This design comes from an exercise in tuning for small area, a short achievable clock period and few clock cycles on the open sky130 flow, not from production work.
No functional check of the RTL was part of this run.
Power and IR drop assume default switching activity.

==> flow/design.v <==
`timescale 1ns / 1ps
module Calculator_512bit #(
      parameter OPERAND_WIDTH = 512,
      parameter ADDER_WIDTH   = 128,
      parameter N_ITERATIONS  = OPERAND_WIDTH / ADDER_WIDTH
    )
    (
    input  wire                       iClk,
    input  wire                       iRst,
    input  wire                       iStart,
    input  wire [1:0]                 iSel,
    input  wire [OPERAND_WIDTH-1:0]   iOpA,
    input  wire [OPERAND_WIDTH-1:0]   iOpB,
    output wire [OPERAND_WIDTH:0]     oRes,
    output wire                       oDone);
    localparam W   = OPERAND_WIDTH;
    localparam BLK = 4;              
    localparam NB  = W / BLK;        
    integer i, k, l, j;
    wire          wSub = iSel[1];
    wire [W-1:0]  wX   = iOpA ^ iOpB;
    wire [W-1:0]  wP   = wX ^ {W{wSub}};
    wire [W-1:0]  wG   = iOpA & ~wP;
    reg  [NB-1:0] wBG, wBP;
    always @(*)
        for (k = 0; k < NB; k = k + 1) begin
            wBG[k] = 1'b0;
            wBP[k] = 1'b1;
            for (j = 0; j < BLK; j = j + 1) begin
                wBG[k] = wG[k*BLK+j] | (wP[k*BLK+j] & wBG[k]);
                wBP[k] = wP[k*BLK+j] & wBP[k];
            end
        end
    reg [NB-1:0] wSG, wSP;
    always @(*) begin
        wSG = wBG;
        wSP = wBP;
        for (l = 0; (1 << l) < NB; l = l + 1)
            for (k = 0; k < NB; k = k + 1)
                if (k & (1 << l)) begin
                    j = (k & ~((2 << l) - 1)) + (1 << l) - 1;
                    wSG[k] = wSG[k] | (wSP[k] & wSG[j]);
                    wSP[k] = wSP[k] & wSP[j];
                end
    end
    wire wCout = wSG[NB-1];         
    wire wEq   = wSP[NB-1];         
    reg [NB-1:1] rG, rP;            
    reg          rCout, rEq, rSub, rEnd, rAdd, rCmp, rDone;
    always @(posedge iClk) begin
        rG    <= wSG[NB-2:0];
        rP    <= wSP[NB-2:0];
        rCout <= wCout;
        rEq   <= wEq;
        rSub  <= wSub;
        rEnd  <= wSub & wCout;      
        rAdd  <= (iSel == 2'b01);
        rCmp  <= (iSel == 2'b10);
        rDone <= iStart & ~iRst;
    end
    wire [NB-1:0] wC = {rG | (rP & {(NB-1){rEnd}}), rEnd};
    reg [W-1:0] wCy;
    always @(*)
        for (k = 0; k < NB; k = k + 1) begin
            wCy[k*BLK] = wC[k];
            for (j = 1; j < BLK; j = j + 1)
                wCy[k*BLK+j] = (wX[k*BLK+j-1] ^ rSub) ? wCy[k*BLK+j-1] : iOpA[k*BLK+j-1];
        end
    wire [W-1:0] wSum = wX ^ wCy ^ {W{rEnd}};
    localparam [W:0] MSG_A  = {"iOpA is larger", 401'd0};
    localparam [W:0] MSG_B  = {"iOpB is larger", 401'd0};
    localparam [W:0] MSG_EQ = {"iOpA equals to iOpB", 361'd0};
    wire [W:0] wMsg = rCout ? MSG_A : (rEq ? MSG_EQ : MSG_B);
    assign oRes  = rCmp ? wMsg : {rAdd & rCout, wSum};
    assign oDone = rDone;
endmodule
==> flow/flow/run.sh <==
#!/bin/bash
# The standard ORFS layout, with two changes to how it is made:
#  - port buffers use the smallest buffer cell (buf_1) instead of the default
#    choice; repair_design / repair_timing still resize them where needed;
#  - IO pins may sit on adjacent routing tracks, so a smaller die holds all 1543 pins.
set -euo pipefail
export BUFFER_PORTS_ARGS="-buffer_cell sky130_fd_sc_hd__buf_1"
export PLACE_PINS_ARGS="-min_distance 1 -min_distance_in_tracks"
bash standard.sh > standard.log 2>&1
==> flow/standard.sh <==
#!/bin/bash
# synth_recipe.tcl (not shown) runs the flow's synth.tcl, then flattens the netlist and writes it again
# the make line also repeats each setting of config.mk as NAME=value (left out here)
make -C /OpenROAD-flow-scripts/flow DESIGN_CONFIG=/design/flow/config.mk WORK_HOME=/design/flow/orfs CLKGATE_MAP_FILE= SYNTH_SCRIPT=/design/flow/synth_recipe.tcl "${@:-finish}"
==> flow/config.mk <==
export PLATFORM = sky130hd
export DESIGN_NAME = Calculator_512bit
export DESIGN_NICKNAME = Calculator_512bit
export VERILOG_FILES = /design/flow/design.v
export SDC_FILE = /design/flow/constraint.sdc
export NUM_CORES = 4
export LEC_CHECK = 0
export CAP_MARGIN = 20
export CORE_AREA = 5 5 295 295
export DIE_AREA = 0 0 300 300
export SETUP_SLACK_MARGIN = 3.5
export SLEW_MARGIN = 20
export TNS_END_PERCENT = 0
==> flow/constraint.sdc <==
create_clock -name core_clock -period 8.0 [get_ports {iClk}]
set_input_delay 1.6000 -clock core_clock [delete_from_list [all_inputs] [get_ports {iClk}]]
set_output_delay 1.6000 -clock core_clock [all_outputs]
set_load 0.01 [all_outputs]
==> results.toml <==
[synthesis]
netlist_area_um2 = 52600
yosysTopAreaCell = "xor2_1"
synth_seq_cells = 261
ys.flop_type = "dfxtp_1"
seq_area_frac_synth_pct = 9.93
synth-edff-count = 0
async_flop_share_pct = 0
syn_inst = 7204
syn_avg_cell_area_um2 = 7.30
synth_cell_types = 104
yosys_warnings = 1
syn_nets = 8233
synth_top_area_share_pct = 18.6
synth.top_cells.by_area = "xor2_1 (19%), xnor2_1 (17%), dfxtp_1 (9.9%), maj3_1 (7.3%), nor2_1 (5.7%)"

[power_and_ir_drop]
p_leak_uw = 0.0244
p_sw_share_pct = 48.8
p_comb_share_pct = 67.9
power_frac_clock_pct = 16.9
p_int_uw = 5110
pwr-share-seq_pct = 15.2
p_per_area_nw_per_um2 = 159
switchingPower_uw = 4880
vdd_drop_max_mv = 0.124

[setup_path]
cpLargestDelayFamily = "adder cells"
crit_type = "input pin to output port"
cp.required_ps = 6400
cpPeakStageDelay_ps = 500
critPathBufInv = 3
cp_max_fo = 2
crit_slowest_cell = "a21boi_0"
path_common_cell = "maj3_2"
cp.arrival_ps = 3510
worstPathCellList = "buf_8 > xor2_1 > maj3_2 > maj3_2 > buf_4 > xnor2_1 > a21boi_0 > buf_1"
startpoint_type = "input pin"
crit_path_end_kind = "output port"

[run]
maxCapViolCount = 0

[placement]
port_buffers = 1542
dp_hpwl_mm = 176
gp_congestion = 1.07

[finish]
layout_common_cells = "buf_1 (1290), xor2_1 (1106), xnor2_1 (1020), nor2_1 (776), a21oi_1 (433)"
multi_input_area_um2 = 45600
seq_area_um2 = 5240
drive_gt1_share_pct = 10.2
syn_to_final_growth_pct = 19.6
fill_cells = 6964
final_core_util_pct = 75.3
fin_nets = 9507
final_common_cell = "buf_1"

[cts]
cts.hold.buffers_added = 0
clock-root-buffer = "clkbuf_16"
cts.sinks = 261
clkTransAtPathRegs_ps = 60
cts-htree-levels = 2
cts_tree = "done"
cts_buffers = 36
clock_path_buffers = 3

[global_routing]
grt_usage_pct = 49.8
antenna_found_initial = 237
grt_pass1_vias = 56432
grt_pass1_wl_mm = 348
grt_max_degree = 204
overflow = 0

[drt]
drc = 0
viasPerCell = 6.38
num_vias = 62442
wl_per_cell_um = 24.5
drt_iter0_drc = 7377
ant_nets = 0
first_pass_iters = 7
routed_wl_mm = 240

[sta]
worst_pin_slew_ps = 1150
timing.hold.ws_ps = 1190
setup_tns_ps = 0
finalHoldViolCount = 0
finalCritPeriodShare_pct = 63.8
relSlewSlack_pct = 23.2
setup_viol_count_final = 0
rsz0062_at_grt = "yes"
slew_viol_final = 0
fmax_mhz = 196
min_period_ps = 5110

[floorplan]
die-area_um2 = 90000
die_x_um = 300
placementRows = 106
io_pins = 1543
die_height_um = 300
start_util_pct = 63.0
placeableCoreArea_um2 = 83600

[run_status]
status = "timing/DRC/antenna clean"

[hold_path]
hold_path.class = "input pin to flip-flop"
[cells in the mapped netlist (all sizes together) (74+ instances only)]
cell	instances
and3b	76
maj3	384
a221o	91
o21ai	288
clkbuf	276
a211oi	102
a21oi	437
nor2	803
xor2	1115
nand2	389
nor3	219
and3	74
a21o	165
inv	164
xnor2	1041
buf	186
and2	79
nand4	119
dfxtp	261
[state kept, by name, summed over array words and instances, names as in the netlist]
name   count
rG       127
rP       127
rAdd       1
rCmp       1
rCout      1
rDone      1
rEnd       1
rEq        1
rSub       1
[final cells by class]
type / count / share of cell area (%)
clock inverters: 11 / 0.207
inverters: 166 / 1.04
repair inverters: 1 / 0.0179
diodes: 201 / 0.800
repair buffers: 1697 / 13.2
multi-input cells: 6315 / 72.5
well taps: 1080 / 2.15
clock buffers: 52 / 1.70
flip-flops and latches: 261 / 8.32
[metrics by stage]
stage,area (um2),power [uW],instances,setup WS [ps]
6_report,62900,9990,9784,2890
3_3_place_gp,58300,7560,9408,1590
4_1_cts,61500,9640,9535,3030
2_1_floorplan,52800,5680,7204,3220
5_1_grt,62700,10400,9696,2890
3_5_place_dp,58300,7660,9408,1440
[path summary, 6_finish.rpt]
check / start / to / slack, ps / cells past startpoint
setup / recovery: iOpB[376] / oRes[378] / 2890 / 8
hold / removal: iRst / rDone / 1190 / 2
[layer usage]
layer | up-vias | global-route usage, % | part of all wire, %
met3 | 1172 | 28.1 | 15
met2 | 4115 | 69.4 | 41
met1 | 29075 | 54.3 | 34
met5 | - | 6.44 | 0.36
met4 | 106 | 40.4 | 9.6
li1 | 27974 | - | -
[power by group through the flow]
stage,logic (uW),clock network (uW),registers [uW]
floorplan,4170,0,1510
global placement,6010,0,1550
detailed placement,6110,0,1550
CTS,6440,1680,1520
global route,7160,1730,1530
finish,6790,1690,1520
[cell families (layout without fill, tap and decap cells)]
group | after synthesis | count (layout) | share of synthesized area (%)
AOI/OAI and AO/OA | 1659 | 1659 | 21.4
xor gates and xnor gates | 2156 | 2156 | 35.9
adders and majority gates | 384 | 384 | 7.31
buffers and inverters | 628 | 1927 | 5.35
DFF | 261 | 261 | 9.93
muxes | 46 | 46 | 0.892
other | 0 | 201 | 0
and+or+nand+nor | 2070 | 2070 | 19.2
[repair_timing]
item                                   4_1_cts  5_1_grt
resized for setup                          555      120
pin swaps                                  116       57
gates cloned                                15        9
buffers inserted                            49       39
setup endpoints to repair                  712      672
endpoints found under the hold margin        0        0

[static timing again, ports no longer ideal]
The results above use ideal ports. As a check the final layout listed here was re-extracted and re-timed, cells and wires unchanged. Step 1 assumes that a clkbuf_16 drives the clock port and a buf_2 every other input. Step 2, shift: input delay + t, output delay - t, t = (earliest + latest rising clock arrival at the registers) / 2. This alone moves slack from input paths to output paths. Slacks: no drivers / after step 1 / after step 2; pairs: no drivers / after step 1.
t, ns: 0.639
setup slack, ns: 2.895 / 2.741 / 2.102
worst slew at a driven data input, ns: 0.33
After both steps setup and hold are still met in this run. For this run, drivers alone change the setup slack by -0.154 ns; drivers and shift together by -0.793 ns.
